Source: an optimization exercise on an open RTL-to-GDS flow (aim: small area and a short achievable clock period). Production flows keep margins and buffers that such runs may drop. At most, simulation tests tie the RTL to the original design; equivalence was not proved. Only the layout flow was run in run 2; the RTL was not checked for function there. Power figures rest on the tool's default switching activity, not on a simulated workload.

## flow/design.v (module list and top-level ports; edited modules follow where they fit)
// module fa: 4 lines
// module ha: 4 lines
// module top_fp_mul_N32_M23_E8: 1341 lines
module top_fp_mul_N32_M23_E8(input  wire clk,
                             input  wire [31:0] a1,
                             input  wire [31:0] b1,
                             output wire [31:0] y);
  // ...
==> flow/flow/run.sh <==
#!/bin/bash
bash standard.sh MATCH_CELL_FOOTPRINT=0 "BUFFER_PORTS_ARGS=-buffer_cell sky130_fd_sc_hd__buf_2" finish > standard.log 2>&1
==> flow/standard.sh <==
#!/bin/bash
# synth_recipe.tcl (not shown) runs the flow's synth.tcl, then flattens the netlist and writes it again
# the make line also repeats each setting of config.mk as NAME=value (left out here)
make -C /OpenROAD-flow-scripts/flow DESIGN_CONFIG=/design/flow/config.mk WORK_HOME=/design/flow/orfs CLKGATE_MAP_FILE= SYNTH_SCRIPT=/design/flow/synth_recipe.tcl "${@:-finish}"
==> flow/config.mk <==
export PLATFORM = sky130hd
export DESIGN_NAME = top_fp_mul_N32_M23_E8
export DESIGN_NICKNAME = top_fp_mul_N32_M23_E8
export VERILOG_FILES = /design/flow/design.v
export SDC_FILE = /design/flow/constraint.sdc
export NUM_CORES = 4
export LEC_CHECK = 0
export ABC_AREA = 1
export CAP_MARGIN = 20
export CORE_MARGIN = 2
export CORE_UTILIZATION = 50
export CTS_CLUSTER_SIZE = 30
export PLACE_DENSITY = 0.8
export SETUP_SLACK_MARGIN = 4.5
export SLEW_MARGIN = 70
export SYNTH_HIERARCHICAL = 1
==> flow/constraint.sdc <==
create_clock -name core_clock -period 8.5 [get_ports {clk}]
set_input_delay 1.7000 -clock core_clock [delete_from_list [all_inputs] [get_ports {clk}]]
set_output_delay 1.7000 -clock core_clock [all_outputs]
set_load 0.01 [all_outputs]
==> summary.txt, run 1 <==
* Largest family of logic cells by synthesized area: adder cells
* FF-to-FF path depth at 9
* Reg2reg start: ra_n[5]
* Hold Path End: rs2
* Total power per unit cell area at around 410 mW/mm^2
* Layout cells sized above 1 at between 10% and 20%
* Dpl cells at between 2,000 and 2,500
* Non-CTS buffers at around 170
* Root Buffer: clkbuf_16
* Largest register FFs at 25
* DP Worst Slack at between 4000 and 5000 ps
* Final period util at 51.9%
* Non-clk invs at between 100 and 150
* CP top delay family: simple AND/OR/NAND/NOR gates
* Count leader, synth: xor2_1
* Slowest CP cell: dfxtp_2
* Cell Area, Synth at ~0.016 sq mm
* Core area at about 0.032 sq mm
* CP Cell Sequence: ha_4, a21o_1, a21oi_2, o21bai_4, nand2_1, nand2_2, nand2_2, nand2_4, nand2_4, nand4_1, buf_6, nand2_8, clkinv_8, nand2_1, nand2_1, buf_2
* Final Util at approximately 59%
* Clock Network Area Fraction at under 10%
* Crit path DAT at approximately 2700 ps
* Static Leak at approximately 8.3 nW
* Crit path top cell by count: nand2_1
* I/O pin cnt at 97
* Commonest cells post-synth: xor2_1 (294), fa_1 (268), o22ai_1 (243)
* Final non-filler cell total at ~2,300
* Global-route wire length before repair at roughly 77 mm
* CP peak stage delay at approximately 330 ps
* Post-cts resize count at just under 60
* Die area at roughly 0.034 sq mm
* Outcome: complete, no violations
* Max FO, Critical Path at 6
* Placement row count at 66
* DR WL met3 at around 6.9 mm
* Antenna violations before repair at 0
* Fin. Hold Viols at 0
==> run 2, diff against run 1 <==
--- a/flow/design.v
+++ b/flow/design.v
@@ -1277,18 +1277,18 @@
   wire cg20 = cg18 | (cp18 & cg19);
   wire cp20 = cp18 & cp19;
   wire cg21 = cg20 | (cp20 & cg16);
   wire cp21 = cp20 & cp16;
   wire [22:22] lsum;
   assign lsum[22] = cg21;
   wire [0:0] mx = {c231 ^ s250};    
   wire [0:0] my = {c231 & s250};    
-  wire [24:0] hx = {(c579 ^ n11), (c577 ^ s578), (c573 ^ s576), (c569 ^ s572), (c563 ^ s568), (c557 ^ s562), (c549 ^ s556), (c541 ^ s548), (c531 ^ s540), (c521 ^ s530), (c509 ^ s520), (c497 ^ s508), (c483 ^ s496), (c469 ^ s482), (c453 ^ s468), (c437 ^ s452), (c419 ^ s436), (c401 ^ s418), (c381 ^ s400), (c361 ^ s380), (c339 ^ s360), (c317 ^ s338), c295, c273, s272};
-  wire [23:0] hy = {(c579 & n11), (c577 & s578), (c573 & s576), (c569 & s572), (c563 & s568), (c557 & s562), (c549 & s556), (c541 & s548), (c531 & s540), (c521 & s530), (c509 & s520), (c497 & s508), (c483 & s496), (c469 & s482), (c453 & s468), (c437 & s452), (c419 & s436), (c401 & s418), (c381 & s400), (c361 & s380), (c339 & s360), (c317 & s338), s316, s294};
+  wire [24:0] hx = {(c579 ^ n11), (c577 ^ s578), (c573 ^ s576), (c569 ^ s572), (c563 ^ s568), (c557 ^ s562), (c549 ^ s556), (c541 ^ s548), (c531 ^ s540), (c521 ^ s530), (c509 ^ s520), (c497 ^ s508), (c483 ^ s496), (c469 ^ s482), (c453 ^ s468), (c437 ^ s452), (c419 ^ s436), (c401 ^ s418), (c381 ^ s400), (c361 ^ s380), (c339 ^ s360), (c317 ^ s338), (c295 ^ s316), (c273 ^ s294), s272};
+  wire [23:0] hy = {(c579 & n11), (c577 & s578), (c573 & s576), (c569 & s572), (c563 & s568), (c557 & s562), (c549 & s556), (c541 & s548), (c531 & s540), (c521 & s530), (c509 & s520), (c497 & s508), (c483 & s496), (c469 & s482), (c453 & s468), (c437 & s452), (c419 & s436), (c401 & s418), (c381 & s400), (c361 & s380), (c339 & s360), (c317 & s338), (c295 & s316), (c273 & s294)};
   reg  [24:0] rx;           
   reg  [23:0] ry;
   reg  [0:0] rmx, rmy;     
   reg         rcj, rS2, rs2;
   reg  [7:0]  re2;
   always @(posedge clk) begin
     rx   <= hx;
     ry   <= hy;
@@ -1306,17 +1306,17 @@
   wire q_p0 = rx[0] ^ q_c23;
   wire q_g0 = rx[0] & q_c23;
   wire ci_n  = q_g0;                  
   wire ci_r0 = q_g0 | (q_p0 & r0);
   wire ci_r1 = q_g0 | (q_p0 & r1);
   wire [24:1] p, g;
   genvar b;
   generate for (b = 1; b <= 24; b = b + 1) begin : g_pg
-    if (b > 2) begin : g_reg
+    if (b > 0) begin : g_reg
       assign p[b] = rx[b];
       assign g[b] = ry[b-1];
     end else begin : g_add
       assign p[b] = rx[b] ^ ry[b-1];
       assign g[b] = rx[b] & ry[b-1];
     end
   end endgenerate
   wire [23:0] gl [0:5];
==> flow/config.mk (replaced) <==
export PLATFORM = sky130hd
export DESIGN_NAME = top_fp_mul_N32_M23_E8
export DESIGN_NICKNAME = top_fp_mul_N32_M23_E8
export VERILOG_FILES = /design/flow/design.v
export SDC_FILE = /design/flow/constraint.sdc
export NUM_CORES = 4
export LEC_CHECK = 0
export ABC_AREA = 1
export CAP_MARGIN = 20
export CORE_MARGIN = 2
export CORE_UTILIZATION = 40
export CTS_CLUSTER_SIZE = 30
export PLACE_DENSITY = 0.75
export SETUP_SLACK_MARGIN = 3.75
export SLEW_MARGIN = 70
export SYNTH_HIERARCHICAL = 1
==> summary.txt, run 2 <==
* Post-route worst setup slack at 3930 ps (was 4080 ps)
* Switching part of the total at 48.9% (was 48.5%)
* Slew of the pin with the lowest slew margin at 445 ps (was 395 ps)
* Total CTS buffers at 17 (unchanged)
* CTS tree: built (unchanged)
* DP Worst Slack at 4260 ps (was 4110 ps)
* Outcome: complete, no violations (unchanged)
* Largest net degree at the start of global routing at 41 (was 28)
* I/O pin cnt at 97 (unchanged)
* Wire per inst at 21.3 um (was 22.2 um)
* Routed wire length at 49.7 mm (was 50.6 mm)
* Initial core utilization at 40.8% (was 50.6%)
* GRT Total Usage at 23.7% (was 28.9%)
* Initial drt markers at 1,776 (was 2,029)
* F_max at 219 MHz (was 226 MHz)
* Area after DPL at 0.0174 sq mm (was 0.0172 sq mm)
* Max FO, Critical Path at 8 (was 6)
* # setup viols final at 0 (unchanged)
* Hold Path Class: reg2reg (unchanged)
* First drt pass iteration count at 6 (was 10)
* Largest register FFs at 25 (unchanged)
* Count leader, synth: xor2_1 (unchanged)
* Cells after Synth at 1,763 (unchanged)
* Max-cap viol count at 0 (unchanged)
* Total power per unit cell area at 397 mW/mm^2 (was 405 mW/mm^2)
* Area grow syn2layout at 10.4% (was 16.2%)
* Most used DFF post-synth: dfxtp_1 (unchanged)
* Synth top area cells: fa_1 (33%), xor2_1 (16%), dfxtp_1 (16%) (was fa_1 (33%), dfxtp_1 (16%), xor2_1 (16%))
* FILL cells at 3,762 (was 2,658)
* Global-route wire length before repair at 77.7 mm (was 76.6 mm)
* RSZ-0062 raised after global routing: true (unchanged)
* Avg Synthesized Cell Area at 9.25 sq um (was 9.28 sq um)
* Setup Skew at 22.0 ps (was 18.5 ps)
* Commonest cells post-synth: xor2_1 (296), fa_1 (266), o22ai_1 (244) (was xor2_1 (294), fa_1 (268), o22ai_1 (243))
* Total nets after synthesis at 2,157 (unchanged)
* GPL Wtd Cong at 0.921 (was 0.933)
* Nature of the critical path endpoint: output pin (unchanged)
* Final period util at 53.8% (was 51.9%)
* Register-to-register setup slack at 4210 ps (was 4530 ps)
* Layout cells sized above 1 at 12.1% (was 17.8%)
* CTS Buffer Depth at 2 (unchanged)
* Root Buffer: clkbuf_16 (unchanged)
* Setup TNS at 0 ps (unchanged)
* Area share of the leading cell type in the synthesized netlist at 32.7% (was 32.8%)
* Placement row count at 73 (was 66)
* Core area at 0.0400 sq mm (was 0.0324 sq mm)
* Vias/cell at 5.97 (was 6.26)
* Crit path DAT at 2870 ps (was 2720 ps)
* Hpwl dp at 33.8 mm (was 31.9 mm)
* Num Clock Sinks at 129 (unchanged)
* Clk slew on worst S/H paths at 70 ps (about the same)
* Sequential area share after synthesis at 15.8% (about the same)
* Worst vdd ir at 0.000257 V (was 0.000232 V)
* Die area at 0.0424 sq mm (was 0.0342 sq mm)
* Most common cell after layout, fill and taps aside: xor2_1 (unchanged)
* Static Leak at 7.87 nW (was 8.34 nW)
* Synth cell types at 46 (was 51)
* Final Util at 45.0% (was 58.7%)
* Total grt overflow at 0 (unchanged)
* Antenna-violating nets left at 0 (unchanged)
* Width of the die at 206 um (was 185 um)
* Chip Height at 206 um (was 185 um)
* Antenna violations before repair at 0 (unchanged)
* # diodes at 0 (unchanged)
* Fin area at 0.0180 sq mm (was 0.0190 sq mm)
* Startpoint types: flop (unchanged)
* Max-slew violations at 0 (unchanged)
* Hold buffers post-CTS at 0 (unchanged)
* Yosys synthesis warning count at 7 (unchanged)
* Seq cells post-synth at 129 (unchanged)
* H-tree levels at 4 (unchanged)
* Logic pwr share at 75.7% (was 76.1%)
* Min Hold Slack at 326 ps (was 325 ps)
* Sequential cell fraction of total power at 14.0% (was 13.6%)
* Slew Limit Headroom at 69.9% (was 73.3%)
* Cell accounting for the most synthesized area: fa_1 (unchanged)
* Residual DRC at 0 (unchanged)
* Cell Area, Synth at 0.0163 sq mm (was 0.0164 sq mm)
* Fin. Hold Viols at 0 (unchanged)
* Port bufs at 96 (unchanged)
* Worst-skew pair later-pin latency at 460 ps (was 420 ps)
* Final net count at 2,191 (was 2,219)
* Sw power at 0.00349 W (was 0.00374 W)
* Clk pwr share at 10.3% (about the same)
* Ys async rst share at 0% (unchanged)
* Crit path kind: reg2out (unchanged)
* Most frequent cells in the layout: xor2_1 (296), fa_1 (266), o22ai_1 (244) (was xor2_1 (292), fa_1 (265), o22ai_1 (237))
* Number of vias in the routed layout at 13,900 (was 14,300)
* Vias in the first global route at 14,500 (about the same)
* Post-synth EDFFs at 0 (unchanged)
* Crit path required time at 6800 ps (about the same)
* Pint at 0.00366 W (was 0.00397 W)
* Minimum clock period at 4570 ps (was 4420 ps)
run 2: changes by cell type in the layout (fill, tap and decap cells not counted), sizes merged, moves of 6 or more:
cell    change
buf        -17
clkbuf      -7
clkinv      +6
inv         -6
nand2       -6
run 2: final timing paths:
kind	start	to	cells after the start
worst max-delay path	rcj	y[4]	10
worst min register to register	re[2]	re2[2]	0
worst min-delay path	re[2]	re2[2]	0
worst max register to register	ra_n[4]	rx[1]	10
run 2: per-module statistics from Yosys (local to each module, per instance):
module                 copies in the design  cell area [sq um]
ha                                       20               12.5
fa                                      264               20.0
top_fp_mul_N32_M23_E8                     1              10800
run 2: through the flow:
stage                     std cells  total power, W
after floorplan                1763         0.00468
after global placement         2301         0.00604
after detailed placement       2302         0.00630
after CTS                      2333         0.00713
after global routing           2334         0.00794
final                          2334         0.00715
run 2: metal layers:
metal,track usage [%],vias to the layer above,part of all wire [%]
met5,0,-,0
met4,11.6,0,4.6
met3,9.00,248,14
met2,35.4,1101,43
met1,30.2,6661,38
li1,-,5930,-
run 2: timing repair:
item                       4_1_cts  5_1_grt
setup endpoints to repair        1       24
setup buffers                    0        1
cloned                           0        0
resized for setup                1        3
pin swaps                        0        1
run 2: cells by family after synthesis:
family	share of synthesized area, %
AO/OA/AOI/OAI	14.7
AND/OR/NAND/NOR	8.61
adder cells (fa/ha/maj)	37.5
XOR/XNOR	17.1
buffers and inverters	6.34
flip-flops	15.8
run 2: cell type report:
type / count / area (sq um) / area share, %
sequential: 129 / 2600 / 14.4
multi-input combinational: 1366 / 12700 / 70.7
tap: 525 / 657 / 3.65
inverter: 132 / 500 / 2.78
timing repair buffer: 151 / 935 / 5.19
clock inverter: 11 / 130 / 0.723
clock buffer: 20 / 457 / 2.54
run 2: critical path: stages, from the launching register on:
cell     delay (ps)
dfxtp_1         330
ha_1            170
or2_2           310
fa_1            580
inv_1           230
o21ai_0         170
a21oi_1         190
xor2_1          170
nand2_1          70
nand2_1          70
buf_2           130
run 2: power groups by stage:
stage | logic (W) | clock network (W) | registers [W]
after floorplan | 0.00370 | 0 | 0.000976
after global placement | 0.00504 | 0 | 0.00100
after detailed placement | 0.00529 | 0 | 0.00101
after CTS | 0.00538 | 0.000749 | 0.000999
after global routing | 0.00615 | 0.000773 | 0.00102
final | 0.00542 | 0.000734 | 0.00100

[port drivers added, routing unchanged]
Ports are ideal in the flow. The routed layouts listed here were re-timed in OpenROAD. Step 1, drivers: a clkbuf_16 drives clk and a buf_2 each remaining input, both assumed. Step 2 moves the port delays by t, midway between the first and last clock arrival at a register: inputs arrive t later, outputs are due t later. That takes back most of the time a late clock gives input paths. a / b / c = no drivers / after step 1 / after step 2; a / b = the first two.
run | t, ns | slack for setup (ns) | hold WS [ns] | worst setup path after step 2 | worst data-port slew with drivers (ns)
run 1 | 0.458 | 4.084 / 4.040 / 4.498 | 0.325 / 0.325 / 0.325 | register to output | 0.05
run 2 | 0.495 | 3.928 / 3.879 / 4.212 | 0.326 / 0.326 / 0.326 | register to register | 0.04
After both steps setup and hold are still met in every run listed.
